Context: an optimization exercise on an open-source flow, tuned for small area, a short achievable clock period and few clock cycles. The choices shown serve that exercise and are no tape-out recipe. Function was checked by simulation only, so behaviour that the tests miss may differ from the original. No run shown here takes its clock network from TritonCTS; it comes from the design's own scripts or RTL. The clock input has no modelled driver; a real chip could not lean on it and would need a root buffer or a full tree. Power and IR drop assume default switching activity.

==> design/flow/design.v <==
`timescale 1ns/10ps
module ELA(clk, rst, in_data, data_rd, req, wen, addr, data_wr, done);
	input				clk;
	input				rst;
	input		[7:0]	in_data;
	input		[7:0]	data_rd;
	output				req;
	output	reg			wen;
	output	reg	[9:0]	addr;
	output	reg	[7:0]	data_wr;
	output	reg			done;
	reg			main, vld, nreq;
	assign req = ~nreq;
	reg			s0, s1, s2;
	reg	[4:0]	k;
	reg	[3:0]	j;
	reg	[7:0]	xr, v, yr, p, q;
	reg	[8:0]	dreg, bd;
	reg	[7:0]	sreg, bs;
	wire [7:0] yn = ~yr;
	wire [7:0] sp = xr ^ yr;	 
	wire [7:0] ep = xr ^ yn;	 
	reg [7:0] sg, sq, eg, eq;	 
	integer l, i, t;
	always @(*) begin
		sg = xr & yr;
		sq = sp;
		eg = xr & yn;
		eq = ep;
		for (l = 0; l < 3; l = l + 1)
			for (i = 0; i < 8; i = i + 1)
				if ((i >> l) & 1) begin
					t = ((i >> (l + 1)) << (l + 1)) + (1 << l) - 1;
					sg[i] = sg[i] | (sq[i] & sg[t]);
					sq[i] = sq[i] & sq[t];
					eg[i] = eg[i] | (eq[i] & eg[t]);
					eq[i] = eq[i] & eq[t];
				end
	end
	wire [8:0] sum = {sg[7], sp ^ {sg[6:0], 1'b0}};
	wire [8:0] e = {eg[7], ep ^ {eg[6:0], 1'b0}};
	wire [7:0] m = e[8] ? e[7:0] : ~e[7:0];
	wire [10:0] cmp = {2'b00, dreg[7:0], 1'b1} + {~bd[8], ~bd, dreg[8]};
	wire lt = cmp[10];
	wire [8:0] dm1 = dreg[8] ? {1'b0, dreg[7:0]} : {1'b0, dreg[7:0]} - 9'd1;
	wire edge_col = (k == 5'd1) || (k == 5'd2);
	wire upd = s1 | (lt & ~edge_col & (s2 | s0));
	wire [4:0] k1 = k + 5'd1;
	always @(posedge clk) begin
		dreg <= {e[8], m};
		sreg <= sum[8:1];
		if (upd) begin
			bd <= dm1;
			bs <= sreg;
		end
		if (s0) begin
			xr <= v;
			v <= xr;
		end else if (s1)
			xr <= data_rd;
		if (s0)
			yr <= data_wr;
		else if (s1)
			yr <= q;
		else
			yr <= p;
		if (s1) begin
			p <= yr;
			q <= p;
		end
		data_wr <= s1 ? bs : in_data;
		addr[4:0] <= s1 ? k - 5'd2 : k;
		addr[5] <= s1;
		if (!main)
			addr[9:6] <= 4'd0;
		else if (s2)
			addr[9:6] <= j + 4'd1;
		else if (s1 && k[4:1] == 4'd0)
			addr[9:6] <= j - 4'd1;
		else
			addr[9:6] <= j;
	end
	always @(posedge clk or posedge rst) begin
		if (rst) begin
			main <= 1'b0;
			vld <= 1'b0;
			s0 <= 1'b0;
			s1 <= 1'b0;
			s2 <= 1'b0;
			k <= 5'd0;
			j <= 4'd0;
			nreq <= 1'b0;
			wen <= 1'b0;
			done <= 1'b0;
		end else if (done) begin
			nreq <= 1'b1;
			wen <= 1'b0;
		end else if (!main) begin
			vld <= ~nreq;
			if (vld) k <= k1;
			wen <= vld;
			if (vld && k == 5'd31) begin
				main <= 1'b1;
				s2 <= 1'b1;
				nreq <= 1'b1;
			end
		end else begin
			s0 <= s2;
			s1 <= s0;
			s2 <= s1;
			nreq <= ~s0;
			if (s1) begin
				k <= k1;
				if (k == 5'd31) j <= j + 4'd1;
			end
			if (s2) begin
				wen <= (j != 4'd15);
				if (j == 4'd15 && k == 5'd2) begin
					done <= 1'b1;
					main <= 1'b0;
					wen <= 1'b0;
				end
			end else
				wen <= s1;
		end
	end
endmodule
==> design/flow/flow/run.sh <==
#!/bin/bash
# Own layout flow: the standard ORFS flow, except that the clock tree is
# built by flow/cts.tcl (a copy of ORFS's cts.tcl whose TritonCTS call is
# replaced by one level of clock buffers, see manual_clock_tree there).
# Every tool's output goes to a log in this folder.
set -euo pipefail
W=$(pwd)
rm -rf "$W/scripts"
cp -r "$FLOW_HOME/scripts" "$W/scripts"
cp "$W/flow/cts.tcl" "$W/scripts/cts.tcl"
export SCRIPTS_DIR="$W/scripts"
export CLKTREE_NBUF=${CLKTREE_NBUF:-4}
export CLKTREE_BUF=${CLKTREE_BUF:-sky130_fd_sc_hd__clkbuf_16}
[ -f "$W/flow/env.sh" ] && source "$W/flow/env.sh"
bash standard.sh synth > "$W/flow_synth.log" 2>&1
bash standard.sh floorplan > "$W/flow_floorplan.log" 2>&1
bash standard.sh place > "$W/flow_place.log" 2>&1
bash standard.sh cts > "$W/flow_cts.log" 2>&1
bash standard.sh finish > "$W/flow_finish.log" 2>&1
test -s "$W/out/final.def"
==> design/flow/flow/cts.tcl <==
utl::set_metrics_stage "cts__{}"
source $::env(SCRIPTS_DIR)/load.tcl
source $::env(SCRIPTS_DIR)/lec_check.tcl
erase_non_stage_variables cts
load_design 3_place.odb 3_place.sdc
source_step_tcl PRE CTS

# Clone clock tree inverters next to register loads
# so cts does not try to buffer the inverted clocks.
repair_clock_inverters

proc save_progress { stage } {
  puts "Run 'make gui_$stage.odb' to load progress snapshot"
  orfs_write_db $::env(RESULTS_DIR)/$stage.odb
  orfs_write_sdc $::env(RESULTS_DIR)/$stage.sdc
}

# Run CTS
set cts_args [list \
  -sink_clustering_enable \
  -repair_clock_nets]

append_env_var cts_args CTS_BUF_DISTANCE -distance_between_buffers 1
append_env_var cts_args CTS_CLUSTER_SIZE -sink_clustering_size 1
append_env_var cts_args CTS_CLUSTER_DIAMETER -sink_clustering_max_diameter 1
append_env_var cts_args CTS_BUF_LIST -buf_list 1
append_env_var cts_args CTS_LIB_NAME -library 1


if { [env_var_exists_and_non_empty CTS_ARGS] } {
  set cts_args $::env(CTS_ARGS)
}

set_dont_use $::env(DONT_USE_CELLS)

proc kmeans_groups { pts nb } {
  set xs [lsort -real [lmap p $pts {lindex $p 0}]]
  set ys [lsort -real [lmap p $pts {lindex $p 1}]]
  set x0 [lindex $xs 0]; set x1 [lindex $xs end]
  set y0 [lindex $ys 0]; set y1 [lindex $ys end]
  set cent {}
  set side [expr {int(ceil(sqrt($nb)))}]
  set rows [expr {int(ceil(double($nb) / $side))}]
  for {set i 0} {$i < $nb} {incr i} {
    set cx [expr {$i % $side}]; set cy [expr {$i / $side}]
    lappend cent [list [expr {$x0 + ($cx + 0.5) / $side * ($x1 - $x0)}] [expr {$y0 + ($cy + 0.5) / $rows * ($y1 - $y0)}]]
  }
  # balanced k-means: no group takes more than its share of the points
  set cap [expr {int(ceil(double([llength $pts]) / $nb))}]
  for {set iter 0} {$iter < 40} {incr iter} {
    set pairs {}
    set n 0
    foreach p $pts {
      for {set i 0} {$i < $nb} {incr i} {
        set c [lindex $cent $i]
        lappend pairs [list [expr {abs([lindex $p 0] - [lindex $c 0]) + abs([lindex $p 1] - [lindex $c 1])}] $n $i]
      }
      incr n
    }
    set grp [lrepeat $nb {}]
    set cnt [lrepeat $nb 0]
    set done [lrepeat [llength $pts] 0]
    foreach pr [lsort -real -index 0 $pairs] {
      lassign $pr d n i
      if {[lindex $done $n] || [lindex $cnt $i] >= $cap} { continue }
      lset done $n 1
      lset cnt $i [expr {[lindex $cnt $i] + 1}]
      lset grp $i [concat [lindex $grp $i] [list [lindex $pts $n]]]
    }
    set newc {}
    for {set i 0} {$i < $nb} {incr i} {
      set g [lindex $grp $i]
      if {[llength $g] == 0} { lappend newc [lindex $cent $i]; continue }
      set sx 0; set sy 0
      foreach p $g { set sx [expr {$sx + [lindex $p 0]}]; set sy [expr {$sy + [lindex $p 1]}] }
      lappend newc [list [expr {double($sx) / [llength $g]}] [expr {double($sy) / [llength $g]}]]
    }
    set cent $newc
  }
  return [list $grp $cent]
}

# Drive each group of iterms (points {x y iterm}) from a new buffer of
# master bufname placed at the group's centre, fed by net src; returns the
# buffers' input points.
proc buffer_groups { grp cent bufname src prefix } {
  set block [ord::get_db_block]
  set master [[ord::get_db] findMaster $bufname]
  set ins {}
  for {set i 0} {$i < [llength $grp]} {incr i} {
    set g [lindex $grp $i]
    if {[llength $g] == 0} { continue }
    set inst [odb::dbInst_create $block $master ${prefix}$i]
    set net [odb::dbNet_create $block clknet_${prefix}$i]
    $net setSigType CLOCK
    foreach p $g { set it [lindex $p 2]; $it disconnect; $it connect $net }
    set c [lindex $cent $i]
    set x [expr {int([lindex $c 0]) - [$master getWidth] / 2}]
    set y [expr {int([lindex $c 1]) - [$master getHeight] / 2}]
    $inst setLocation $x $y
    $inst setPlacementStatus PLACED
    [$inst findITerm A] connect $src
    [$inst findITerm X] connect $net
    lappend ins [list [lindex $c 0] [lindex $c 1] [$inst findITerm A]]
    puts "clock buffer ${prefix}$i ($bufname) drives [llength $g] pins"
  }
  return $ins
}

proc manual_clock_tree { } {
  set block [ord::get_db_block]
  set clknet [[$block findBTerm clk] getNet]
  set pts {}
  foreach it [$clknet getITerms] {
    set b [[$it getInst] getBBox]
    lappend pts [list [expr {([$b xMin] + [$b xMax]) / 2.0}] [expr {([$b yMin] + [$b yMax]) / 2.0}] $it]
  }
  if {[info exists ::env(CLKTREE_LEAF)] && $::env(CLKTREE_LEAF) ne ""} {
    lassign [kmeans_groups $pts $::env(CLKTREE_NLEAF)] grp cent
    set pts [buffer_groups $grp $cent $::env(CLKTREE_LEAF) $clknet clkleaf_]
  }
  lassign [kmeans_groups $pts $::env(CLKTREE_NBUF)] grp cent
  buffer_groups $grp $cent $::env(CLKTREE_BUF) $clknet clkroot_
  set_propagated_clock [all_clocks]
}
manual_clock_tree

utl::push_metrics_stage "cts__{}__pre_repair_timing"
log_cmd estimate_parasitics -placement
if { $::env(DETAILED_METRICS) } {
  report_metrics 4 "cts pre-repair-timing"
}
utl::pop_metrics_stage

set_placement_padding -global \
  -left $::env(CELL_PAD_IN_SITES_DETAIL_PLACEMENT) \
  -right $::env(CELL_PAD_IN_SITES_DETAIL_PLACEMENT)

set result [catch { detailed_placement } msg]
if { $result != 0 } {
  save_progress 4_1_error
  error "Detailed placement failed in CTS: $msg"
}

log_cmd estimate_parasitics -placement

if { $::env(CTS_SNAPSHOTS) } {
  save_progress 4_1_pre_repair_hold_setup
}

if { !$::env(SKIP_CTS_REPAIR_TIMING) } {
  if { $::env(EQUIVALENCE_CHECK) } {
    write_eqy_verilog 4_before_rsz.v
  }
  if { $::env(LEC_CHECK) } {
    write_lec_verilog 4_before_rsz_lec.v
  }

  repair_timing_helper

  if { $::env(EQUIVALENCE_CHECK) } {
    run_equivalence_test
  }
  if { $::env(LEC_CHECK) } {
    write_lec_verilog 4_after_rsz_lec.v
    run_lec_test 4_rsz 4_before_rsz_lec.v 4_after_rsz_lec.v
  }

  set result [catch { detailed_placement } msg]
  if { $result != 0 } {
    save_progress 4_1_error
    error "Detailed placement failed in CTS: $msg"
  }

  check_placement -verbose
}

report_metrics 4 "cts final"

source_step_tcl POST CTS

orfs_write_db $::env(RESULTS_DIR)/4_1_cts.odb
orfs_write_sdc $::env(RESULTS_DIR)/4_cts.sdc
==> design/flow/standard.sh <==
#!/bin/bash
# synth_recipe.tcl (not shown) runs the flow's synth.tcl, then flattens the netlist and writes it again
# the make line also repeats each setting of config.mk as NAME=value (left out here)
make -C /OpenROAD-flow-scripts/flow DESIGN_CONFIG=/design/flow/config.mk WORK_HOME=/design/flow/orfs CLKGATE_MAP_FILE= SYNTH_SCRIPT=/design/flow/synth_recipe.tcl "${@:-finish}"
==> design/flow/config.mk <==
export PLATFORM = sky130hd
export DESIGN_NAME = ELA
export DESIGN_NICKNAME = ELA
export VERILOG_FILES = /design/flow/design.v
export SDC_FILE = /design/flow/constraint.sdc
export NUM_CORES = 8
export LEC_CHECK = 0
export CAP_MARGIN = 20
export CORE_MARGIN = 2
export CORE_UTILIZATION = 40
export SETUP_SLACK_MARGIN = 3.2
export SLEW_MARGIN = 20
==> design/flow/constraint.sdc <==
create_clock -name core_clock -period 5.0 [get_ports {clk}]
set_input_delay 1.0000 -clock core_clock [delete_from_list [all_inputs] [get_ports {clk}]]
set_output_delay 1.0000 -clock core_clock [all_outputs]
set_load 0.01 [all_outputs]
==> impl_metrics.tcl, run 1 <==
set metrics [dict create \
    status "finished clean" \
    grt_setup_unrepaired "yes" \
    cp.depth 8 \
    relSlewSlack 0.722 \
    final_common_cell "edfxtp_1" \
    cp_max_fo 7 \
    yosysUniqueCellTypes 44 \
    first_iter_violations 136 \
    grt_pass1_vias 2742 \
    power_leakage_nw 2.33 \
    place_area_um2 5240 \
    r2r_cells 8 \
    cp.required_ns 5.10 \
    drc 0 \
    drt_wl_total_mm 8.31 \
    yosys-top-cells-area "edfxtp_1 31%, dfxtp_1 18%, dfrtp_1 9.0%" \
    setup_viol 0 \
    worstSetupEndpointType "flop" \
    synth_edf_count 49 \
    fin_setup_tns_ns 0 \
    synth_seq_area_share 0.585 \
    fin_worst_skew_ns 0.0103 \
    synthesis.nets 428 \
    slew_viol_final 0 \
    wl_per_cell_um 14.8 \
    antenna_found_initial 0 \
    synth-async-reset-ratio 0.156 \
    stdcell_area_um2 5660 \
    core_area_um2 11500 \
    critical_path_class "reg2reg" \
    max_cap_viol_count 0 \
    grt-ovfl-total 0 \
    period_minus_slack_ns 2.06 \
    synth_seq_cells 109 \
    start_util 0.411 \
    area_delta_synth_final_pct 20.2 \
    num_rows 39 \
    drive_gt1_frac 0.216 \
    ys.flop_type "edfxtp_1" \
    ios 39 \
    grt_max_degree 37 \
    arrival_ns 2.16 \
    slowest_delay_ns 0.43 \
    final_util 0.494 \
    fp.dieW_um 113 \
    cp.buffers_inverters 1 \
    slowest_stage "edfxtp_1" \
    whs_path_depth 0 \
    gp_congestion 0.811 \
    syn_inst 372 \
    final_cell_mix "49 x edfxtp_1, 40 x dfxtp_1, 29 x inv_1" \
    clk_latency_ns 0.16 \
    dr.pass1.iters 4 \
    fp.dieArea_um2 12700 \
    fillers 1007 \
    vias_per_cell 4.88 \
    antenna_cells 0 \
    track_usage 0.129 \
    yosysTopAreaCell "edfxtp_1" \
    cts_hold_buf 0 \
    crit_family "compound AO/OA/AOI/OAI gates" \
    worstPathCellList "ha_2 > fa_2 > a21o_1 > a41oi_2 > o21ai_4 > o31ai_4 > buf_12 > xor2_1" \
    fin_nets 475 \
    yosysWarningCount 1 \
    timing.fmax_ghz 0.485 \
    pwr_density_cell_nw_per_um2 293 \
    num_vias 2733 \
    die_h_um 113 \
    place_hpwl_mm 5.48 \
    syn_area_um2 4710 \
    grt_pass1_wl_mm 13.8 \
    ir_drop_mv 0.208 \
    fin_crit_sh 0.412 \
    hp-class "reg2reg" \
    synth_top_area_frac 0.312 \
    drt.antenna.violating_nets 0 \
    io_buffers 38 \
    final-hold-violation-count 0 \
    worstMarginPinSlew_ns 0.417 \
    syn_area_per_cell_um2 12.7 \
    path_clk_slew_ns 0.10 \
    start_kind "flop" \
]
## synthesized netlist by cell type, drive strengths merged (9+ instances only)
library cell and instances:
nor2 14, o21ai 16, a21oi 16, clkbuf 9, xnor2 22, dfxtp 43
dfrtp 17, mux2 19, nand2 21, ha 32, inv 36, edfxtp 49
mux2i 11, xor2 11
## power by group
| part | internal (mW) | leakage, nW | switching [mW] | total [mW] |
|---|---|---|---|---|
| registers | 1.01 | 1.03 | 0.0336 | 1.04 |
| logic | 0.141 | 1.24 | 0.118 | 0.259 |
| clock network | 0.148 | 0.0493 | 0.214 | 0.362 |
## timing repair
action                                  in CTS  in global routing
pin swaps                                   11                 16
endpoints found under the setup margin      71                 61
setup buffers                               11                  3
gates cloned                                 0                  2
gates resized for setup                     41                 40
## worst register-to-register path, stage by stage (launching register included)
cell and delay, ns:
edfxtp_1 0.43, ha_2 0.20, fa_2 0.33, a21o_1 0.18
a41oi_2 0.25, o21ai_4 0.10, o31ai_4 0.21, buf_12 0.16
xor2_1 0.13
## flip-flops by register name, summed over array words and instances, names as in the netlist, 4 cells and up
signal and cells:
p 8, j 4, q 8, k 5, data_wr 8, dreg 9, v 8, bs 8
sreg 8, xr 8, yr 8, bd 9, addr 10
## through the flow
stage | total power, mW | hold slack (ns) | worst slack (ns) | std cells
final | 1.66 | 0.413 | 2.94 | 560
after detailed placement | 1.23 | 0.389 | 2.82 | 540
after global routing | 1.74 | 0.426 | 2.84 | 560
after floorplan | 1.17 | 0.386 | 2.96 | 372
after global placement | 1.23 | 0.387 | 2.86 | 540
after CTS | 1.61 | 0.413 | 2.90 | 555
## layout make-up
cell class,count,area [µm²],area share
Buffer,4,100,0.0177
Inverter,36,141,0.0250
Multi-Input combinational cell,213,1900,0.336
Sequential cell,109,2770,0.489
Tap cell,143,179,0.0316
Timing Repair Buffer,55,567,0.100
## final timing paths
check	from	endpoint	slack, ns
max	xr[0]	dreg[0]	2.94
min	sreg[3]	bs[3]	0.41
max reg2reg	xr[0]	dreg[0]	2.94
min reg2reg	sreg[3]	bs[3]	0.41
max in group asynchronous	rst	s1	3.57
min in group asynchronous	rst	j[2]	1.16
## cell families (layout without fill, tap and decap cells)
kind of cell,after synthesis,after routing,synth area share
flip-flops,109,109,0.585
AND/OR/NAND/NOR,61,61,0.0627
AO/OA/AOI/OAI,51,51,0.0704
buffers and inverters,50,95,0.0409
adder cells (fa/ha/maj),38,38,0.110
XOR/XNOR,33,33,0.0614
multiplexers,30,30,0.0688
## per-layer routing
layer	GRT usage	vias to the layer above	part of all wire
met5	0	-	0
met4	0.0187	0	0.013
met3	0.0124	8	0.040
met2	0.221	53	0.46
met1	0.183	1312	0.48
li1	-	1360	-
Testbench counts, summed over its fixed seeds: cycles 47,392.
==> inputs of run 2 (changes only) <==
--- a/design/flow/config.mk
+++ b/design/flow/config.mk
@@ -8,5 +8,5 @@
 export CAP_MARGIN = 20
 export CORE_MARGIN = 2
 export CORE_UTILIZATION = 40
-export SETUP_SLACK_MARGIN = 3.2
+export SETUP_SLACK_MARGIN = 3.0
 export SLEW_MARGIN = 20
==> run 2 against run 1 <==
  * Still clean on timing, DRC and antenna
  * Via count down 2.5%
  * Global-route usage down 0.59 points
  * Utilization down 1.3 points
  * Sequential cell count unchanged
  * Sequential power about the same
  * Register-to-register slack worse by 0.02 ns
  * Worst setup slack worse by 0.025 ns
  * First-iteration DRC count down 12%
  * Combinational power down 24%
  * Final area down 2.7%
  * Maximum frequency down 1.2%
  * Hold slack worse by 0.0014 ns
  * Largest power group unchanged
  * Highest routed layer unchanged
==> impl_metrics.tcl, run 2 <==
set metrics [dict create \
    status "finished clean" \
    syn_area_um2 4710 \
    start_util 0.411 \
    stdcell_count 554 \
    synth_xor_area_frac 0.0614 \
    arrival_ns 2.19 \
    stdcell_area_um2 5510 \
    relSlewSlack 0.548 \
    synth_compound_area_frac 0.0704 \
    fin_nets 469 \
    fp.dieArea_um2 12700 \
    synth_top_area_frac 0.312 \
    num_rows 39 \
    antenna_cells 0 \
    start_kind "flop" \
    dp_cells 540 \
    syn_area_per_cell_um2 12.7 \
    yosysUniqueCellTypes 44 \
    power_mw 1.60 \
    final_util 0.480 \
    grt_pass1_wl_mm 13.3 \
    dpl_worst_slack_ns 2.77 \
    ir_drop_mv 0.228 \
    area_delta_synth_final_pct 16.9 \
    synth_seq_cells 109 \
    largest_register_ffs 10 \
    worstPathCellList "ha_1 > a21o_1 > a41oi_2 > o21ai_4 > o31ai_4 > buf_12 > xor2_1" \
    syn_inst 372 \
    fp.dieW_um 113 \
    drive_gt1_frac 0.148 \
    clk_latency_ns 0.17 \
    reg_top3 "addr (10), bd (9), dreg (9)" \
    cp.required_ns 5.10 \
    ios 39 \
    grt_pass1_vias 2729 \
    cp_max_fo 7 \
    slowest_delay_ns 0.52 \
    synth_mux_area_frac 0.0688 \
    vias_per_cell 4.81 \
    synth-async-reset-ratio 0.156 \
    synth_edf_count 49 \
    synth_top_family_by_area "adder cells" \
    first_iter_violations 120 \
    hp-class "reg2reg" \
    drt_wl_total_mm 7.91 \
    pwr_density_cell_nw_per_um2 291 \
    die_h_um 113 \
    fin_worst_skew_ns 0.0114 \
    critical_path_class "reg2reg" \
    worst_slack_ns 2.91 \
    worstMarginPinSlew_ns 0.677 \
    final-hold-violation-count 0 \
    final_cell_mix "49 x edfxtp_1, 42 x dfxtp_1, 33 x inv_1" \
    max_cap_viol_count 0 \
    ff2ff_setup_slack_ns 2.91 \
    path_clk_slew_ns 0.10 \
    grt_max_degree 47 \
    track_usage 0.123 \
    hold_ws_ns 0.412 \
    timing.fmax_ghz 0.479 \
    fillers 1021 \
    yosysTopAreaCell "edfxtp_1" \
    dr.pass1.iters 6 \
    ys.flop_type "edfxtp_1" \
    yosysWarningCount 1 \
    fin_setup_tns_ns 0 \
    slowest_stage "edfxtp_1" \
    io_buffers 38 \
    place_hpwl_mm 5.31 \
    yosysMostFrequentCell "edfxtp_1" \
    place_area_um2 5230 \
    num_vias 2665 \
    slew_viol_final 0 \
    fin_crit_sh 0.417 \
    worstSetupEndpointType "flop" \
    grt-ovfl-total 0 \
    yosys.area_share.simple 0.0627 \
    setup_viol 0 \
    period_minus_slack_ns 2.09 \
    synth_fa_ha_area_frac 0.110 \
    antenna_found_initial 0 \
    grt_setup_unrepaired "yes" \
    ys_top_cells_by_count "49 x edfxtp_1, 43 x dfxtp_1, 35 x inv_1" \
    yosys-top-cells-area "edfxtp_1 31%, dfxtp_1 18%, dfrtp_1 9.0%" \
    synthesis.nets 428 \
    power_leakage_nw 2.30 \
    drc 0 \
    top_register "addr" \
    final_common_cell "edfxtp_1" \
    wl_per_cell_um 14.3 \
    drt.antenna.violating_nets 0 \
    core_area_um2 11500 \
    cts_hold_buf 0 \
    gp_congestion 0.750 \
    synth_seq_area_share 0.585 \
]
[run 2: repair_timing]
action | in CTS | in global routing
pin swaps | 11 | 8
resized for setup | 27 | 13
endpoints found under the setup margin | 50 | 14
endpoints found under the hold margin | 0 | 0
buffers inserted | 7 | 3
[run 2: critical path: cells and delay by family, from the launching register on]
family	cells	cell delay [ns]
flip-flops	1	0.52
XOR/XNOR	1	0.12
adder cells (fa/ha/maj)	1	0.39
buffers and inverters	1	0.17
AO/OA/AOI/OAI	4	0.82
[run 2: kinds of logic after synthesis]
group | after synthesis
simple gates | 61
fa+ha+maj | 38
buf+inv | 50
xor+xnor | 33
compound gates | 51
mux | 30
flops | 109
[run 2: path summary, 6_finish.rpt]
kind	depth (start not counted)	start	end
hold / removal	0	sreg[2]	bs[2]
max in group asynchronous	2	rst	s1
hold reg to reg	0	sreg[2]	bs[2]
min in group asynchronous	2	rst	nreq
setup reg to reg	7	xr[2]	dreg[2]
setup / recovery	7	xr[2]	dreg[2]
[run 2: area by class of cell]
class / instances / area, µm² / share of cell area
multi-input cells: 213 / 1850 / 0.336
plain buffers: 4 / 100 / 0.0182
flip-flops and latches: 109 / 2760 / 0.502
repair buffers: 49 / 482 / 0.0875
well taps: 143 / 179 / 0.0325
inverters: 36 / 135 / 0.0245
[run 2: routing by layer]
layer  up-vias  track usage  share of wire
met5         -            0              0
met4         0       0.0122         0.0091
met3         5       0.0130          0.033
met2        39        0.218           0.48
met1      1273        0.170           0.48
li1       1348            -              -
[run 2: power breakdown]
part	switching [mW]	leakage (nW)	internal, mW
clock	0.221	0.0493	0.148
sequential	0.0302	1.04	1.01
combinational	0.0981	1.22	0.0989
==> inputs of run 3 (changes only) <==
--- a/design/flow/design.v
+++ b/design/flow/design.v
@@ -17,28 +17,8 @@
 	reg	[7:0]	xr, v, yr, p, q;
 	reg	[8:0]	dreg, bd;
 	reg	[7:0]	sreg, bs;
-	wire [7:0] yn = ~yr;
-	wire [7:0] sp = xr ^ yr;	 
-	wire [7:0] ep = xr ^ yn;	 
-	reg [7:0] sg, sq, eg, eq;	 
-	integer l, i, t;
-	always @(*) begin
-		sg = xr & yr;
-		sq = sp;
-		eg = xr & yn;
-		eq = ep;
-		for (l = 0; l < 3; l = l + 1)
-			for (i = 0; i < 8; i = i + 1)
-				if ((i >> l) & 1) begin
-					t = ((i >> (l + 1)) << (l + 1)) + (1 << l) - 1;
-					sg[i] = sg[i] | (sq[i] & sg[t]);
-					sq[i] = sq[i] & sq[t];
-					eg[i] = eg[i] | (eq[i] & eg[t]);
-					eq[i] = eq[i] & eq[t];
-				end
-	end
-	wire [8:0] sum = {sg[7], sp ^ {sg[6:0], 1'b0}};
-	wire [8:0] e = {eg[7], ep ^ {eg[6:0], 1'b0}};
+	wire [8:0] sum = xr + yr;
+	wire [8:0] e = {1'b0, xr} + {1'b0, ~yr};
 	wire [7:0] m = e[8] ? e[7:0] : ~e[7:0];
 	wire [10:0] cmp = {2'b00, dreg[7:0], 1'b1} + {~bd[8], ~bd, dreg[8]};
 	wire lt = cmp[10];
==> design/flow/flow/env.sh (new file) <==
export ADDER_MAP_FILE=""
--- a/design/flow/config.mk
+++ b/design/flow/config.mk
@@ -8,5 +8,5 @@
 export CAP_MARGIN = 20
 export CORE_MARGIN = 2
 export CORE_UTILIZATION = 40
-export SETUP_SLACK_MARGIN = 3.0
+export SETUP_SLACK_MARGIN = 3.3
 export SLEW_MARGIN = 20
==> run 3 against run 2 <==
  * Largest cell class unchanged
  * Wire length increased by 6.7%
  * Synthesized cell count is 2.2% lower
  * Worst setup slack got worse by 0.073 ns
  * Still clean
  * Critical path type unchanged
  * Highest routed layer unchanged
==> impl_metrics.tcl, run 3 <==
set metrics [dict create \
    status "finished clean" \
    place_area_um2 5060 \
    num_vias 2781 \
    pwr_density_cell_nw_per_um2 286 \
    yosys-top-cells-area "edfxtp_1 33%, dfxtp_1 19%, dfrtp_1 9.5%" \
    ys_top_cells_by_count "49 x edfxtp_1, 43 x dfxtp_1, 27 x xnor2_1" \
    critical_path_class "reg2reg" \
    drt.antenna.violating_nets 0 \
    timing.fmax_ghz 0.463 \
    synthesis.nets 382 \
    hp-class "reg2reg" \
    syn_area_um2 4490 \
    grt_pass1_wl_mm 13.6 \
    ff2ff_setup_slack_ns 2.84 \
    track_usage 0.141 \
    slew_viol_final 0 \
    power_leakage_nw 2.26 \
    fillers 914 \
    final-hold-violation-count 0 \
    dr.pass1.iters 4 \
    rr_endpoint "dreg[5]" \
    clk_latency_ns 0.16 \
    synth_edf_count 49 \
    stdcell_area_um2 5680 \
    core_area_um2 10900 \
    yosysWarningCount 1 \
    timing.rr.start "xr[1]" \
    cts_hold_buf 0 \
    drc 0 \
    grt_max_degree 29 \
    wl_per_cell_um 14.7 \
    antenna_cells 0 \
    drive_gt1_frac 0.330 \
    stdcell_count 573 \
    syn_area_per_cell_um2 12.3 \
    worstMarginPinSlew_ns 0.479 \
    ios 39 \
    area_delta_synth_final_pct 26.6 \
    yosysUniqueCellTypes 49 \
    synth-async-reset-ratio 0.156 \
    final_util 0.521 \
    period_minus_slack_ns 2.16 \
    crit_path_start "xr[1]" \
    grt-ovfl-total 0 \
    largest_register_ffs 10 \
    fin_worst_skew_ns 0.00608 \
    fp.dieArea_um2 12100 \
    yosysTopAreaCell "edfxtp_1" \
    endpoint "dreg[5]" \
    path_clk_slew_ns 0.10 \
    io_buffers 38 \
    synth_seq_cells 109 \
    dp_cells 525 \
    worstSetupEndpointType "flop" \
    first_iter_violations 101 \
    syn_inst 364 \
    num_rows 38 \
    start_util 0.412 \
    gp_congestion 0.803 \
    cp_max_fo 4 \
    cp.required_ns 5.06 \
    grt_pass1_vias 2717 \
    r2r_cells 6 \
    fin_nets 453 \
    arrival_ns 2.22 \
    final_common_cell "edfxtp_1" \
    synth_top_area_frac 0.328 \
    fp.dieW_um 110 \
    relSlewSlack 0.679 \
    grt_setup_unrepaired "yes" \
    fin_setup_tns_ns 0 \
    vias_per_cell 4.85 \
    ir_drop_mv 0.187 \
    drt_wl_total_mm 8.44 \
    yosysMostFrequentCell "edfxtp_1" \
    multiInputGateArea_um2 1840 \
    top_register "addr" \
    start_kind "flop" \
    die_h_um 110 \
    antenna_found_initial 0 \
    fin_crit_sh 0.432 \
    final_cell_mix "49 x edfxtp_1, 32 x dfxtp_1, 32 x buf_4" \
    setup_viol 0 \
    max_cap_viol_count 0 \
    ys.flop_type "edfxtp_1" \
    reg_top3 "addr (10), bd (9), dreg (9)" \
    synth_seq_area_share 0.615 \
    regArea_um2 2790 \
    place_hpwl_mm 4.94 \
]
run 3: how the worst min path moves through the flow:
| stage | from | to | slack [ns] | depth (start not counted) |
|---|---|---|---|---|
| floorplan | sreg[0] | bs[0] | 0.39 | 0 |
| global placement | sreg[1] | bs[1] | 0.39 | 0 |
| detailed placement | sreg[1] | bs[1] | 0.39 | 0 |
| CTS | sreg[5] | bs[5] | 0.41 | 0 |
| global route | sreg[5] | bs[5] | 0.42 | 0 |
| finish | sreg[1] | bs[1] | 0.41 | 0 |
run 3: stage by stage:
stage	setup slack, ns	power [mW]	hold WS, ns
2_1_floorplan	2.87	1.15	0.386
3_3_place_gp	2.70	1.20	0.386
5_1_grt	2.78	1.70	0.418
6_report	2.84	1.62	0.411
4_1_cts	2.84	1.61	0.414
3_5_place_dp	2.64	1.20	0.389
run 3: logic make-up (layout without fill, tap and decap cells):
kind of cell	after synthesis	in the layout	share of synthesized area
flops	109	109	0.615
simple gates	87	87	0.0954
compound gates	47	47	0.0725
xor+xnor	47	47	0.0918
buf+inv	33	102	0.0276
mux	27	27	0.0653
fa+ha+maj	14	14	0.0326
run 3: what timing repair did:
action / 4_1_cts / 5_1_grt
cloned: 1 / 0
buffers inserted: 33 / 10
pin swaps: 12 / 12
endpoints found under the setup margin: 84 / 42
gates resized for setup: 133 / 14
run 3: final cells by class:
cell class              instances  share of cell area
flip-flops and latches        109               0.491
plain buffers                   4              0.0176
well taps                     140              0.0309
inverters                      16              0.0112
repair buffers                 82               0.125
multi-input cells             222               0.324
run 3: routing by layer:
layer | global-route usage | vias up | part of all wire
met5 | 0 | - | 0
met3 | 0.00889 | 6 | 0.030
li1 | - | 1404 | -
met1 | 0.199 | 1343 | 0.48
met4 | 0.0108 | 0 | 0.0092
met2 | 0.247 | 28 | 0.48
run 3: worst max-delay path, cell delays in order (launching register included):
cell	delay, ns
edfxtp_1	0.47
buf_6	0.16
maj3_2	0.31
maj3_2	0.35
maj3_2	0.33
maj3_2	0.32
xnor2_1	0.12
run 3: report_power, final:
part / total [mW] / internal, mW / switching (mW)
sequential: 1.03 / 0.997 / 0.0351
clock: 0.363 / 0.148 / 0.215
combinational: 0.228 / 0.133 / 0.0948
total: 1.62 / 1.28 / 0.345
Testbench counts of run 3, summed over its fixed seeds: cycles 47,392.
==> inputs of run 4 (changes only) <==
--- a/design/flow/config.mk
+++ b/design/flow/config.mk
@@ -8,5 +8,5 @@
 export CAP_MARGIN = 20
 export CORE_MARGIN = 2
 export CORE_UTILIZATION = 40
-export SETUP_SLACK_MARGIN = 3.3
+export SETUP_SLACK_MARGIN = 3.0
 export SLEW_MARGIN = 20
removed: design/flow/flow/env.sh
==> run 4 against run 3 <==
  * Still clean
  * Wire length increased by 0.32%
  * Area after synthesis is 8.7% higher
  * Via count grew 5.5%
  * First-iteration DRC count grew 5.9%
==> impl_metrics.tcl, run 4 <==
set metrics [dict create \
    status "finished clean" \
    ys_top_cells_by_count "49 x edfxtp_1, 43 x dfxtp_1, 34 x ha_1" \
    drt.antenna.violating_nets 0 \
    crit_path_start "xr[0]" \
    worstPathCellList "ha_2 > fa_2 > a21oi_4 > o221ai_4 > o21a_1 > o41ai_2 > xor2_1" \
    yosysTopAreaCell "edfxtp_1" \
    synth_top_area_frac 0.302 \
    rr_endpoint "dreg[7]" \
    final_util 0.469 \
    cts_hold_buf 0 \
    core_area_um2 12000 \
    ios 39 \
    power_leakage_nw 2.31 \
    grt.busiest_layer "met2" \
    io_buffers 38 \
    worst_slack_ns 2.96 \
    fp.dieW_um 114 \
    dpl_worst_slack_ns 2.74 \
    top_register "addr" \
    num_vias 2933 \
    first_iter_violations 107 \
    cp.buffers_inverters 0 \
    crit_family "compound AO/OA/AOI/OAI gates" \
    grt_use_met1 0.184 \
    hold_ws_ns 0.415 \
    met2_usage 0.215 \
    synthesis.nets 461 \
    yosysMostFrequentCell "edfxtp_1" \
    grt-ovfl-total 0 \
    relSlewSlack 0.543 \
    vias_per_cell 4.95 \
    fp.dieArea_um2 13100 \
    final_cell_mix "49 x edfxtp_1, 41 x dfxtp_1, 33 x inv_1" \
    grt_pass1_vias 2779 \
    reg_top3 "addr (10), bd (9), dreg (9)" \
    timing.rr.start "xr[0]" \
    pwr_density_cell_nw_per_um2 285 \
    worstSetupEndpointType "flop" \
    synth_edf_count 49 \
    slowest_stage "edfxtp_1" \
    yosysWarningCount 1 \
    grt_util_met3 0.00953 \
    slowest_delay_ns 0.42 \
    track_usage 0.127 \
    synth-async-reset-ratio 0.156 \
    cp.depth 7 \
    die_h_um 114 \
    stdcell_count 593 \
    start_util 0.408 \
    syn_area_um2 4880 \
    path_clk_slew_ns 0.10 \
    grt_max_degree 48 \
    hp-class "reg2reg" \
    dp_cells 578 \
    final_common_cell "edfxtp_1" \
    setup_viol 0 \
    final-hold-violation-count 0 \
    period_minus_slack_ns 2.04 \
    largest_register_ffs 10 \
    yosysUniqueCellTypes 47 \
    gp_congestion 0.801 \
    slew_viol_final 0 \
    cp.required_ns 5.09 \
    dr.pass1.iters 4 \
    fillers 1098 \
    fin_crit_sh 0.408 \
    num_rows 40 \
    syn_inst 407 \
    antenna_found_initial 0 \
    drive_gt1_frac 0.114 \
    timing.fmax_ghz 0.490 \
    critical_path_class "reg2reg" \
    fin_setup_tns_ns 0 \
    yosys-top-cells-area "edfxtp_1 30%, dfxtp_1 18%, dfrtp_1 8.7%" \
    worstMarginPinSlew_ns 0.685 \
    place_hpwl_mm 5.82 \
    cp_max_fo 4 \
    fin_worst_skew_ns 0.00547 \
    drc 0 \
    synth_seq_area_share 0.566 \
    synth_seq_cells 109 \
    ir_drop_mv 0.165 \
    ff2ff_setup_slack_ns 2.96 \
    ys.flop_type "edfxtp_1" \
    grt_setup_unrepaired "yes" \
    endpoint "dreg[7]" \
    r2r_cells 7 \
    grt_pass1_wl_mm 13.8 \
    syn_area_per_cell_um2 12.0 \
    drt_wl_total_mm 8.47 \
    arrival_ns 2.13 \
    clk_latency_ns 0.16 \
    area_delta_synth_final_pct 15.1 \
    fin_nets 502 \
    wl_per_cell_um 14.3 \
    start_kind "flop" \
    max_cap_viol_count 0 \
    antenna_cells 0 \
]
[run 4: cell count changes in the layout (fill, tap and decap cells not counted), moves of 9 or more]
| cell | change |
|---|---|
| buf_4 | -22 |
| inv_1 | +23 |
| dlygate4sd2_1 | +12 |
| maj3_2 | -11 |
| ha_1 | +32 |
| buf_2 | -20 |
| dfxtp_1 | +9 |
| o21ai_0 | +16 |
| mux2_2 | +16 |
[run 4: per-stage QoR]
step | total power, mW | cell area [µm²]
2_1_floorplan | 1.18 | 4880
3_3_place_gp | 1.24 | 5380
3_5_place_dp | 1.24 | 5380
4_1_cts | 1.62 | 5540
5_1_grt | 1.69 | 5610
6_report | 1.60 | 5610
[run 4: repair_timing]
action                                  in CTS  in global routing
endpoints found under the setup margin      52                 16
buffers inserted                             5                  6
pin swaps                                    3                  2
resized for setup                           28                  4
[run 4: where the power goes]
part | switching, mW | total [mW] | internal (mW) | leakage, nW
combinational | 0.106 | 0.205 | 0.0991 | 1.23
clock | 0.207 | 0.355 | 0.148 | 0.0493
sequential | 0.0317 | 1.04 | 1.01 | 1.04
[run 4: worst reg2reg max path: stages (launching register included)]
cell and delay [ns]:
edfxtp_1 0.42, ha_2 0.22, fa_2 0.38, a21oi_4 0.18
o221ai_4 0.13, o21a_1 0.22, o41ai_2 0.25, xor2_1 0.17
[run 4: per-layer routing]
metal  wire length [µm]  vias to the layer above  share of wire
li1                   -                     1483              -
met3                205                        6          0.024
met1               4280                     1410           0.51
met5                  0                        -              0
met4                 86                        0          0.010
met2               3890                       34           0.46
[run 4: area by class of cell]
class	count	area, µm²	share of cell area
sequential	109	2770	0.493
timing repair buffer	50	473	0.0843
tap	147	184	0.0328
buffer	4	100	0.0178
multi-input combinational	249	1960	0.349
inverter	34	128	0.0227
[run 4: cell families after synthesis]
kind of cell / synth area share
DFF: 0.566
adders and majority gates: 0.0955
buffers and inverters: 0.0408
xor gates and xnor gates: 0.0629
muxes: 0.0580
AOI/OAI and AO/OA: 0.0857
and+or+nand+nor: 0.0916
[run 4: worst min-delay path by stage]
stage                     startpoint    end  slack, ns  depth (start not counted)
final                        sreg[3]  bs[3]       0.41                          0
after global routing         sreg[6]  bs[6]       0.43                          0
after CTS                    sreg[3]  bs[3]       0.42                          0
after detailed placement     sreg[3]  bs[3]       0.39                          0
after global placement       sreg[5]  bs[5]       0.39                          0
after floorplan              sreg[0]  bs[0]       0.39                          0
==> inputs of run 5 (changes only) <==
--- a/design/flow/config.mk
+++ b/design/flow/config.mk
@@ -8,5 +8,5 @@
 export CAP_MARGIN = 20
 export CORE_MARGIN = 2
 export CORE_UTILIZATION = 40
-export SETUP_SLACK_MARGIN = 3.0
+export SETUP_SLACK_MARGIN = 3.2
 export SLEW_MARGIN = 20
==> run 5 against run 4 <==
  * Critical path type unchanged
  * Final cell count did not move
  * Area after synthesis did not move
  * Critical path depth did not move
  * Utilization rose by 0.71 points
  * Global-route usage fell by 0.43 points
==> impl_metrics.tcl, run 5 <==
set metrics [dict create \
    status "finished clean" \
    yosysUniqueCellTypes 47 \
    final_common_cell "edfxtp_1" \
    yosys.area_share.simple 0.0916 \
    rr_endpoint "dreg[6]" \
    timing.rr.start "xr[0]" \
    fin_nets 502 \
    core_area_um2 12000 \
    grt_max_degree 37 \
    num_vias 2948 \
    grt_pass1_wl_mm 13.6 \
    yosys-top-cells-area "edfxtp_1 30%, dfxtp_1 18%, dfrtp_1 8.7%" \
    relSlewSlack 0.715 \
    synth_mux_area_frac 0.0580 \
    antenna_cells 0 \
    fin_setup_tns_ns 0 \
    max_cap_viol_count 0 \
    hp-class "reg2reg" \
    drive_gt1_frac 0.170 \
    final_cell_mix "49 x edfxtp_1, 37 x dfxtp_1, 32 x inv_1" \
    timing.fmax_ghz 0.502 \
    dpl_worst_slack_ns 2.92 \
    drt.antenna.violating_nets 0 \
    synth_xor_area_frac 0.0629 \
    num_rows 40 \
    arrival_ns 2.07 \
    r2r_cells 7 \
    die_h_um 114 \
    top_register "addr" \
    fp.dieW_um 114 \
    drc 0 \
    critical_path_class "reg2reg" \
    fin_crit_sh 0.398 \
    drt_wl_total_mm 8.08 \
    yosysWarningCount 1 \
    slowest_stage "edfxtp_1" \
    setup_viol 0 \
    track_usage 0.123 \
    synth_seq_cells 109 \
    dp_cells 579 \
    antenna_found_initial 0 \
    synth-async-reset-ratio 0.156 \
    grt_setup_unrepaired "yes" \
    io_buffers 38 \
    period_minus_slack_ns 1.99 \
    clk_latency_ns 0.17 \
    gp_congestion 0.779 \
    synth_top_family_by_area "adder cells" \
    synth_fa_ha_area_frac 0.0955 \
    pwr_density_cell_nw_per_um2 287 \
    worstSetupEndpointType "flop" \
    ys_top_cells_by_count "49 x edfxtp_1, 43 x dfxtp_1, 34 x ha_1" \
    fillers 1095 \
    grt_pass1_vias 2905 \
    largest_register_ffs 10 \
    final-hold-violation-count 0 \
    vias_per_cell 4.97 \
    worst_slack_ns 3.01 \
    cp_max_fo 4 \
    first_iter_violations 108 \
    stdcell_count 593 \
    dr.pass1.iters 6 \
    yosysTopAreaCell "edfxtp_1" \
    ios 39 \
    ff2ff_setup_slack_ns 3.01 \
    slew_viol_final 0 \
    place_hpwl_mm 5.74 \
    yosysMostFrequentCell "edfxtp_1" \
    start_kind "flop" \
    ir_drop_mv 0.154 \
    synth_compound_area_frac 0.0857 \
    fin_worst_skew_ns 0.0188 \
    cp.required_ns 5.08 \
    cts_hold_buf 0 \
    multiInputGateArea_um2 2050 \
    path_clk_slew_ns 0.10 \
    reg_top3 "addr (10), bd (9), dreg (9)" \
    worstPathCellList "ha_2 > fa_2 > a21oi_4 > o221ai_2 > o21a_1 > or2_1 > o211ai_1" \
    syn_inst 407 \
    slowest_delay_ns 0.41 \
    synth_edf_count 49 \
    start_util 0.408 \
    endpoint "dreg[6]" \
    grt-ovfl-total 0 \
    ys.flop_type "edfxtp_1" \
    area_delta_synth_final_pct 16.8 \
    wl_per_cell_um 13.6 \
    synth_seq_area_share 0.566 \
    crit_path_start "xr[0]" \
    regArea_um2 2770 \
    synth_top_area_frac 0.302 \
    power_leakage_nw 2.29 \
    worstMarginPinSlew_ns 0.422 \
    syn_area_um2 4880 \
    syn_area_per_cell_um2 12.0 \
    fp.dieArea_um2 13100 \
    synthesis.nets 461 \
]
==> run 5: layer usage <==
| metal | wire length [µm] | up-vias | global-route usage |
|---|---|---|---|
| li1 | - | 1487 | - |
| met1 | 3930 | 1428 | 0.167 |
| met2 | 3910 | 27 | 0.224 |
| met3 | 151 | 6 | 0.00688 |
| met4 | 81 | 0 | 0.0122 |
| met5 | 0 | - | 0 |
==> run 5: cell families after synthesis <==
kind of cell	Yosys count
buf+inv	49
simple gates	91
compound gates	61
mux	26
xor+xnor	35
fa+ha+maj	36
flops	109
==> run 5: metrics by stage <==
stage                     instance area (µm²)   util  hold WS (ns)  power [mW]
final                                    5700  0.476         0.401        1.63
after global routing                     5700  0.476         0.409        1.72
after CTS                                5590  0.467         0.405        1.63
after detailed placement                 5410  0.452         0.389        1.25
after global placement                   5410  0.452         0.389        1.24
after floorplan                          4900      -         0.386        1.19
==> run 5: area by class of cell <==
type	count	area share
Buffer	4	0.0176
Multi-Input combinational cell	249	0.359
Sequential cell	109	0.486
Timing Repair Buffer	50	0.0817
Tap cell	147	0.0323
Inverter	34	0.0231
==> run 5: worst min path at each step <==
stage | startpoint | to | slack, ns | cells past startpoint
after floorplan | sreg[0] | bs[0] | 0.39 | 0
after global placement | sreg[5] | bs[5] | 0.39 | 0
after detailed placement | sreg[0] | bs[0] | 0.39 | 0
after CTS | sreg[3] | bs[3] | 0.41 | 0
after global routing | sreg[7] | bs[7] | 0.41 | 0
final | sreg[3] | bs[3] | 0.40 | 0
==> run 5: critical path: cells and delay by family (launching register included) <==
family	cells	cell delay, ns
compound gates	4	0.70
fa+ha+maj	2	0.57
flops	1	0.41
simple gates	1	0.23
==> run 5: what timing repair did <==
| action | CTS | global route |
|---|---|---|
| pin swaps | 8 | 6 |
| setup buffers | 7 | 3 |
| setup endpoints to repair | 50 | 56 |
| endpoints found under the hold margin | 0 | 0 |
| resized for setup | 38 | 32 |
==> run 5: where the power goes <==
group          internal, mW  switching (mW)
Sequential             1.01          0.0308
Clock                 0.148           0.211
Combinational         0.119           0.116
==> inputs of run 6 (changes only) <==
--- a/design/flow/config.mk
+++ b/design/flow/config.mk
@@ -7,6 +7,6 @@
 export LEC_CHECK = 0
 export CAP_MARGIN = 20
 export CORE_MARGIN = 2
-export CORE_UTILIZATION = 40
+export CORE_UTILIZATION = 55
 export SETUP_SLACK_MARGIN = 3.2
 export SLEW_MARGIN = 20
==> run 6 against run 5 <==
  * Still clean
  * Global-route usage rose by 4.8 points
  * Area after synthesis stayed put
  * Wire length is 3.8% higher
  * First-iteration DRC count shrank 17%
  * Clock skew down 0.0066 ns
  * Sequential cell count did not move
  * Combinational power is 6% higher
  * Final area shrank 0.44%
  * Final cell count decreased by 6.4%
==> impl_metrics.tcl, run 6 <==
set metrics [dict create \
    fillers 699 \
    timing.rr.start "xr[0]" \
    io_buffers 38 \
    track_usage 0.171 \
    cp_max_fo 3 \
    switching_share 0.222 \
    pwr_density_cell_nw_per_um2 291 \
    max_cap_viol_count 0 \
    yosysWarningCount 1 \
    start_util 0.562 \
    synth_edf_count 49 \
    grt.busiest_layer "met2" \
    drc 0 \
    ys_top_cells_by_count "49 x edfxtp_1, 43 x dfxtp_1, 34 x ha_1" \
    hp-class "reg2reg" \
    num_rows 34 \
    antenna_cells 0 \
    intPower_mw 1.28 \
    path_clk_slew_ns 0.10 \
    yosysTopAreaCell "edfxtp_1" \
    setup_viol 0 \
    pwr-share-comb 0.151 \
    start_kind "flop" \
    fin_setup_tns_ns 0 \
    synthesis.nets 461 \
    fp.dieArea_um2 9630 \
    wl_per_cell_um 15.1 \
    dr.pass1.iters 4 \
    first_iter_violations 90 \
    final_common_cell "edfxtp_1" \
    syn_area_um2 4880 \
    syn_inst 407 \
    grt_use_met1 0.239 \
    synth-async-reset-ratio 0.156 \
    power_leakage_nw 2.30 \
    grt_pass1_vias 2881 \
    die_h_um 98.2 \
    timing.fmax_ghz 0.497 \
    fin_worst_skew_ns 0.0122 \
    yosysUniqueCellTypes 47 \
    worstSetupEndpointType "flop" \
    place_hpwl_mm 5.90 \
    synth_seq_area_share 0.566 \
    arrival_ns 2.08 \
    crit_path_start "xr[0]" \
    clk_latency_ns 0.17 \
    fp.dieW_um 98.2 \
    fin_nets 503 \
    met2_usage 0.304 \
    ir_drop_mv 0.247 \
    drt_wl_total_mm 8.39 \
    grt_pass1_wl_mm 13.9 \
    grt_setup_unrepaired "yes" \
    top_register "addr" \
    ios 39 \
    syn_area_per_cell_um2 12.0 \
    place_area_um2 5360 \
    power_frac_seq 0.633 \
    status "finished clean" \
    synth_top_area_frac 0.302 \
    worstMarginPinSlew_ns 0.458 \
    yosysMostFrequentCell "edfxtp_1" \
    synth_seq_cells 109 \
    period_minus_slack_ns 2.01 \
    critical_path_class "reg2reg" \
    slew_viol_final 0 \
    drive_gt1_frac 0.174 \
    grt_util_met3 0.0143 \
    yosys-top-cells-area "edfxtp_1 30%, dfxtp_1 18%, dfrtp_1 8.7%" \
    final_cell_mix "49 x edfxtp_1, 40 x dfxtp_1, 31 x inv_1" \
    pwr-share-clk 0.216 \
    ff2ff_setup_slack_ns 2.99 \
    largest_register_ffs 10 \
    final-hold-violation-count 0 \
    hp-start "sreg[5]" \
    core_area_um2 8680 \
    grt-ovfl-total 0 \
    antenna_found_initial 0 \
    fin_crit_sh 0.402 \
    num_vias 2913 \
    power.switching_mw 0.367 \
    vias_per_cell 5.25 \
    ys.flop_type "edfxtp_1" \
    grt_max_degree 36 \
    area_delta_synth_final_pct 16.3 \
    relSlewSlack 0.690 \
    drt.antenna.violating_nets 0 \
    cp.required_ns 5.07 \
    reg_top3 "addr (10), bd (9), dreg (9)" \
    gp_congestion 0.808 \
    stdcell_area_um2 5670 \
]
==> run 6: cell counts after synthesis <==
No cell type changed its count.
==> run 6: critical path, cell delays in order (launching register included) <==
cell      delay [ns]
edfxtp_1        0.41
ha_2            0.20
fa_2            0.38
a21oi_4         0.15
o221ai_2        0.11
o21a_1          0.20
o41ai_2         0.23
xor2_1          0.23
==> run 6: power by group through the flow <==
stage	clock, mW	sequential, mW	combinational [mW]
2_1_floorplan	0	1.05	0.136
3_3_place_gp	0	1.06	0.186
3_5_place_dp	0	1.06	0.193
4_1_cts	0.368	1.04	0.224
5_1_grt	0.394	1.05	0.280
6_report	0.356	1.05	0.249
==> run 6: routing by layer <==
| layer | wire length, µm | vias up |
|---|---|---|
| met3 | 241 | 6 |
| li1 | - | 1479 |
| met4 | 79 | 0 |
| met1 | 3890 | 1382 |
| met5 | 0 | - |
| met2 | 4180 | 46 |
==> run 6: repair_timing <==
action | in CTS | in global routing
setup buffers | 9 | 2
resized for setup | 41 | 32
setup endpoints to repair | 60 | 44
hold buffers | 0 | 0
endpoints found under the hold margin | 0 | 0
pin swaps | 7 | 10
==> run 6: layout make-up <==
type / count / area (µm²) / area share
plain buffers: 4 / 100 / 0.0177
repair buffers: 51 / 473 / 0.0834
multi-input cells: 249 / 2060 / 0.364
flip-flops and latches: 109 / 2770 / 0.488
inverters: 34 / 131 / 0.0232
well taps: 108 / 135 / 0.0238
==> run 6: kinds of logic after synthesis <==
group | count (synthesis) | synth area share
mux | 26 | 0.0580
flops | 109 | 0.566
fa+ha+maj | 36 | 0.0955
compound gates | 61 | 0.0857
xor+xnor | 35 | 0.0629
simple gates | 91 | 0.0916
buf+inv | 49 | 0.0408
==> run 6: path summary, 6_finish.rpt <==
kind                            endpoint  cells after the start
worst max-delay path             dreg[7]                      7
worst min-delay path               bs[5]                      0
worst max register to register   dreg[7]                      7
worst min register to register     bs[5]                      0
max in group asynchronous           done                      2
min in group asynchronous           k[3]                      2
==> run 6: through the flow <==
stage	hold slack (ns)	power, mW	setup WS (ns)	cells	utilization
3_3_place_gp	0.389	1.25	2.93	540	0.618
2_1_floorplan	0.386	1.19	3.12	407	-
4_1_cts	0.412	1.64	2.99	553	0.640
3_5_place_dp	0.391	1.26	2.91	540	0.618
6_report	0.412	1.65	2.99	555	0.653
5_1_grt	0.418	1.73	2.88	555	0.653
==> inputs of run 7 (changes only) <==
--- a/design/flow/config.mk
+++ b/design/flow/config.mk
@@ -7,6 +7,6 @@
 export LEC_CHECK = 0
 export CAP_MARGIN = 20
 export CORE_MARGIN = 2
-export CORE_UTILIZATION = 55
+export CORE_UTILIZATION = 70
 export SETUP_SLACK_MARGIN = 3.2
 export SLEW_MARGIN = 20
==> run 7 against run 6 <==
  * Clock skew up 0.00065 ns
  * Critical endpoint unchanged
  * Combinational power is 8.0% higher
  * Area after synthesis did not move
  * Maximum frequency decreased by 1.8%
  * Sequential share of layout area down 0.29 points
  * Hold slack improved by 0.0060 ns
  * Global-route usage up 7.6 points
  * Via count rose by 7.4%
  * Sequential cell count unchanged
  * Still clean
  * Power rose by 1.5%
==> impl_metrics.tcl, run 7 <==
set metrics [dict create \
    ys_top_cells_by_count "49 x edfxtp_1, 43 x dfxtp_1, 34 x ha_1" \
    ff2ff_setup_slack_ns 2.95 \
    ir_drop_mv 0.312 \
    yosys-top-cells-area "edfxtp_1 30%, dfxtp_1 18%, dfrtp_1 8.7%" \
    r2r_cells 7 \
    synthesis.nets 461 \
    yosysWarningCount 1 \
    fp.dieW_um 87.5 \
    final_cell_mix "49 x edfxtp_1, 40 x dfxtp_1, 30 x inv_1" \
    top_register "addr" \
    reg_top3 "addr (10), bd (9), dreg (9)" \
    whs_path_depth 0 \
    worstMarginPinSlew_ns 0.474 \
    yosysMostFrequentCell "edfxtp_1" \
    final-hold-violation-count 0 \
    clk_latency_ns 0.17 \
    io_buffers 38 \
    cts_hold_buf 0 \
    grt_max_degree 38 \
    rr_endpoint "dreg[7]" \
    grt-ovfl-total 0 \
    fin_crit_sh 0.410 \
    grt_pass1_wl_mm 15.0 \
    fillers 377 \
    antenna_found_initial 0 \
    cp.required_ns 5.10 \
    ys.flop_type "edfxtp_1" \
    status "finished clean" \
    max_cap_viol_count 0 \
    grt_pass1_vias 3176 \
    core_area_um2 6760 \
    syn_area_per_cell_um2 12.0 \
    fin_setup_tns_ns 0 \
    arrival_ns 2.15 \
    drc 0 \
    pwr_density_cell_nw_per_um2 294 \
    largest_register_ffs 10 \
    hp-start "sreg[3]" \
    worstHoldEndpoint "bs[3]" \
    synth-async-reset-ratio 0.156 \
    cp_max_fo 3 \
    antenna_cells 0 \
    yosysTopAreaCell "edfxtp_1" \
    hold_ws_ns 0.418 \
    gp_congestion 0.838 \
    synth_top_area_frac 0.302 \
    power_leakage_nw 2.34 \
    synth_seq_cells 109 \
    synth_seq_area_share 0.566 \
    syn_inst 407 \
    area_delta_synth_final_pct 17.1 \
    die_h_um 87.5 \
    timing.fmax_ghz 0.488 \
    hp-class "reg2reg" \
    setup_viol 0 \
    period_minus_slack_ns 2.05 \
    timing.rr.start "xr[0]" \
    num_vias 3130 \
    final_common_cell "edfxtp_1" \
    drt.antenna.violating_nets 0 \
    slew_viol_final 0 \
    place_hpwl_mm 5.79 \
    relSlewSlack 0.680 \
    synth_edf_count 49 \
    wl_per_cell_um 17.6 \
    path_clk_slew_ns 0.10 \
    num_rows 30 \
    track_usage 0.247 \
    yosysUniqueCellTypes 47 \
    start_kind "flop" \
    fp.dieArea_um2 7650 \
    grt_setup_unrepaired "yes" \
    fin_nets 508 \
    drive_gt1_frac 0.184 \
    dr.pass1.iters 4 \
    drt_wl_total_mm 9.37 \
    worstSetupEndpointType "flop" \
    first_iter_violations 136 \
    critical_path_class "reg2reg" \
    syn_area_um2 4880 \
    ios 39 \
    fin_worst_skew_ns 0.0129 \
    start_util 0.722 \
    vias_per_cell 5.88 \
]
-- run 7: cell counts after synthesis --
No cell type changed its count.
-- run 7: repair_timing --
| action | CTS | global route |
|---|---|---|
| setup endpoints to repair | 60 | 62 |
| pin swaps | 15 | 11 |
| endpoints found under the hold margin | 0 | 0 |
| setup buffers | 14 | 2 |
| resized for setup | 50 | 25 |
| gates cloned | 0 | 1 |
-- run 7: where the power goes --
| group | switching [mW] | leakage (nW) | internal [mW] |
|---|---|---|---|
| logic | 0.132 | 1.26 | 0.138 |
| clock network | 0.216 | 0.0493 | 0.148 |
| registers | 0.0330 | 1.03 | 1.01 |
-- run 7: logic make-up after synthesis --
logic type	count (synthesis)	share of synthesized area
muxes	26	0.0580
adders and majority gates	36	0.0955
xor gates and xnor gates	35	0.0629
and+or+nand+nor	91	0.0916
AOI/OAI and AO/OA	61	0.0857
buffers and inverters	49	0.0408
DFF	109	0.566
-- run 7: worst max-delay path, cell delays in order, from the launching register on --
cell and delay, ns:
edfxtp_1 0.46, ha_4 0.20, fa_2 0.40, a21oi_4 0.16, o221ai_2 0.12, o21a_1 0.20
o41ai_2 0.28, xor2_1 0.16
-- run 7: worst max path at each step --
stage	depth (start not counted)	startpoint	end
6_report	7	xr[0]	dreg[7]
3_3_place_gp	1	done	done
5_1_grt	7	xr[0]	dreg[7]
3_5_place_dp	3	s1	k[4]
4_1_cts	7	xr[0]	dreg[7]
2_1_floorplan	7	xr[0]	dreg[6]
-- run 7: area by class of cell --
type,instances,area [µm²],share of cell area
flip-flops and latches,109,2770,0.485
inverters,34,131,0.0230
well taps,80,100,0.0175
repair buffers,56,538,0.0942
plain buffers,4,100,0.0175
multi-input cells,249,2070,0.363
-- run 7: through the flow --
| stage | worst slack, ns | power [mW] | instances | instance area (µm²) | utilization |
|---|---|---|---|---|---|
| 5_1_grt | 2.84 | 1.74 | 532 | 5710 | 0.845 |
| 6_report | 2.95 | 1.68 | 532 | 5710 | 0.845 |
| 3_3_place_gp | 2.94 | 1.24 | 511 | 5320 | 0.787 |
| 2_1_floorplan | 3.12 | 1.19 | 407 | 4900 | - |
| 3_5_place_dp | 2.90 | 1.25 | 511 | 5320 | 0.787 |
| 4_1_cts | 2.98 | 1.64 | 529 | 5630 | 0.834 |
-- run 7: metal layers --
layer / vias up / part of all wire / track usage
li1: 1503 / - / -
met4: 0 / 0.031 / 0.0699
met1: 1521 / 0.41 / 0.319
met2: 82 / 0.53 / 0.450
met3: 24 / 0.032 / 0.0152
met5: - / 0 / 0
==> inputs of run 8 (changes only) <==
--- a/design/flow/config.mk
+++ b/design/flow/config.mk
@@ -7,6 +7,7 @@
 export LEC_CHECK = 0
 export CAP_MARGIN = 20
 export CORE_MARGIN = 2
-export CORE_UTILIZATION = 70
+export CORE_UTILIZATION = 55
+export PLACE_DENSITY = 0.8
 export SETUP_SLACK_MARGIN = 3.2
 export SLEW_MARGIN = 20
==> run 8 against run 7 <==
  * Critical path type unchanged
  * Utilization fell by 17 points
  * Critical endpoint unchanged
  * Area after synthesis did not move
  * Still clean
  * Critical path depth is the same
  * Sequential cell count unchanged
==> impl_metrics.tcl, run 8 <==
set metrics [dict create \
    cts_hold_buf 0 \
    ir_drop_mv 0.232 \
    wl_per_cell_um 15.2 \
    io_buffers 38 \
    core_area_um2 8680 \
    num_vias 3026 \
    die_h_um 98.2 \
    slew_viol_final 0 \
    pwr_density_cell_nw_per_um2 288 \
    hold_ws_ns 0.398 \
    period_minus_slack_ns 1.97 \
    yosysMostFrequentCell "edfxtp_1" \
    grt_pass1_wl_mm 13.8 \
    critical_path_class "reg2reg" \
    fp.dieW_um 98.2 \
    drc 0 \
    largest_register_ffs 10 \
    first_iter_violations 176 \
    final_util 0.672 \
    dpl_worst_slack_ns 2.91 \
    area_delta_synth_final_pct 19.6 \
    track_usage 0.168 \
    vias_per_cell 5.37 \
    timing.rr.start "xr[0]" \
    synth-async-reset-ratio 0.156 \
    synth_seq_cells 109 \
    synth_compound_area_frac 0.0857 \
    gp_congestion 0.849 \
    start_util 0.562 \
    ys_top_cells_by_count "49 x edfxtp_1, 43 x dfxtp_1, 34 x ha_1" \
    arrival_ns 2.07 \
    fin_setup_tns_ns 0 \
    worstMarginPinSlew_ns 0.414 \
    synth_seq_area_share 0.566 \
    place_hpwl_mm 5.61 \
    syn_area_um2 4880 \
    yosysUniqueCellTypes 47 \
    hp-start "sreg[5]" \
    dr.pass1.iters 4 \
    num_rows 34 \
    start_kind "flop" \
    final_cell_mix "49 x edfxtp_1, 36 x dfxtp_1, 29 x inv_1" \
    relSlewSlack 0.720 \
    fp.dieArea_um2 9630 \
    antenna_cells 0 \
    yosysTopAreaCell "edfxtp_1" \
    power_leakage_nw 2.37 \
    ios 39 \
    drt.antenna.violating_nets 0 \
    syn_area_per_cell_um2 12.0 \
    path_clk_slew_ns 0.10 \
    synth_fa_ha_area_frac 0.0955 \
    multiInputGateArea_um2 2100 \
    synth_edf_count 49 \
    clk_latency_ns 0.17 \
    worstSetupEndpointType "flop" \
    synth_top_area_frac 0.302 \
    final-hold-violation-count 0 \
    ys.flop_type "edfxtp_1" \
    fin_nets 511 \
    final_common_cell "edfxtp_1" \
    yosys-top-cells-area "edfxtp_1 30%, dfxtp_1 18%, dfrtp_1 8.7%" \
    max_cap_viol_count 0 \
    top_register "addr" \
    grt_max_degree 37 \
    yosys.area_share.simple 0.0916 \
    hp-class "reg2reg" \
    timing.fmax_ghz 0.508 \
    fin_crit_sh 0.394 \
    reg_top3 "addr (10), bd (9), dreg (9)" \
    synthesis.nets 461 \
    fin_worst_skew_ns 0.0196 \
    regArea_um2 2780 \
    yosysWarningCount 1 \
    antenna_found_initial 0 \
    cp.required_ns 5.10 \
    synth_top_family_by_area "adder cells" \
    drive_gt1_frac 0.202 \
    worst_slack_ns 3.03 \
    grt-ovfl-total 0 \
    grt_setup_unrepaired "yes" \
    cp_max_fo 4 \
    status "finished clean" \
    crit_path_start "xr[0]" \
    stdcell_count 563 \
    synth_xor_area_frac 0.0629 \
    synth_mux_area_frac 0.0580 \
    syn_inst 407 \
    fillers 630 \
    grt_pass1_vias 3023 \
    dp_cells 539 \
    drt_wl_total_mm 8.58 \
    setup_viol 0 \
]
==> run 8: cell counts after synthesis <==
No cell type changed its count.
==> run 8: final cells by class <==
type,count,area share
buffer,4,0.0172
sequential,109,0.476
inverter,34,0.0225
multi-input combinational,249,0.359
tap,108,0.0232
timing repair buffer,59,0.102
==> run 8: per-layer routing <==
| layer | track usage | vias up | share of wire |
|---|---|---|---|
| li1 | - | 1502 | - |
| met2 | 0.315 | 41 | 0.52 |
| met1 | 0.220 | 1474 | 0.43 |
| met3 | 0.0115 | 9 | 0.032 |
| met5 | 0 | - | 0 |
| met4 | 0.0274 | 0 | 0.014 |
==> run 8: worst max-delay path, stage by stage (launching register included) <==
cell	delay, ns
edfxtp_1	0.42
ha_2	0.21
fa_2	0.39
a21oi_4	0.16
o221ai_2	0.13
o21a_1	0.21
o41ai_2	0.23
xor2_1	0.16
==> run 8: what timing repair did <==
item,4_1_cts,5_1_grt
pin swaps,16,15
cloned,0,2
buffers inserted,12,6
gates resized for setup,45,35
setup endpoints to repair,61,41
==> run 8: cells by family after synthesis <==
group	Yosys count
AOI/OAI and AO/OA	61
xor gates and xnor gates	35
adders and majority gates	36
buffers and inverters	49
DFF	109
muxes	26
and+or+nand+nor	91
==> run 8: final timing paths <==
check                               end  cells after the start  slack (ns)
worst max-delay path            dreg[7]                      7        3.03
worst min-delay path              bs[5]                      0        0.40
worst max register to register  dreg[7]                      7        3.03
worst min register to register    bs[5]                      0        0.40
max in group asynchronous            s1                      2        3.57
min in group asynchronous          j[2]                      2        1.16
==> run 8: stage by stage <==
step / power (mW) / cell area (µm²)
after floorplan: 1.19 / 4900
after global placement: 1.24 / 5350
after detailed placement: 1.25 / 5350
after CTS: 1.62 / 5630
after global routing: 1.76 / 5830
final: 1.68 / 5830
==> run 8: power by group <==
group	internal [mW]	leakage, nW	switching, mW
logic	0.151	1.29	0.131
registers	1.01	1.03	0.0326
clock network	0.148	0.0493	0.207

[static timing again, ports no longer ideal]
How much do the figures lean on ideal ports? The routed layouts below were timed once more, with nothing changed but the port constraints.
Step 1 (the two cells are an assumption about what drives the block):
set clk [get_ports {clk}]
set_driving_cell -lib_cell sky130_fd_sc_hd__clkbuf_16 $clk
set_driving_cell -lib_cell sky130_fd_sc_hd__buf_2 [delete_from_list [all_inputs] $clk]
Step 2 also shifts input and output timing later by t, the mid clock arrival at the registers, as if the neighbouring blocks saw the same clock.
Slacks: ideal / step 1 / step 2; pairs: ideal / step 1.
| run | shift t [ns] | setup slack, ns | hold slack, ns | latest minus earliest clock arrival (ns) |
|---|---|---|---|---|
| run 1 | 0.239 | 2.938 / 2.938 / 2.938 | 0.413 / 0.413 / 0.413 | 0.011 / 0.011 |
| run 2 | 0.245 | 2.913 / 2.913 / 2.913 | 0.412 / 0.412 / 0.412 | 0.014 / 0.014 |
| run 3 | 0.240 | 2.840 / 2.840 / 2.840 | 0.411 / 0.411 / 0.411 | 0.006 / 0.007 |
| run 4 | 0.239 | 2.961 / 2.961 / 2.961 | 0.415 / 0.415 / 0.415 | 0.006 / 0.007 |
| run 5 | 0.241 | 3.010 / 3.010 / 3.010 | 0.401 / 0.401 / 0.401 | 0.018 / 0.019 |
| run 6 | 0.237 | 2.989 / 2.989 / 2.989 | 0.412 / 0.412 / 0.412 | 0.012 / 0.012 |
| run 7 | 0.241 | 2.952 / 2.953 / 2.953 | 0.418 / 0.418 / 0.418 | 0.013 / 0.012 |
| run 8 | 0.236 | 3.031 / 3.031 / 3.031 | 0.398 / 0.398 / 0.398 | 0.020 / 0.020 |
After both steps every run listed still meets setup and hold.
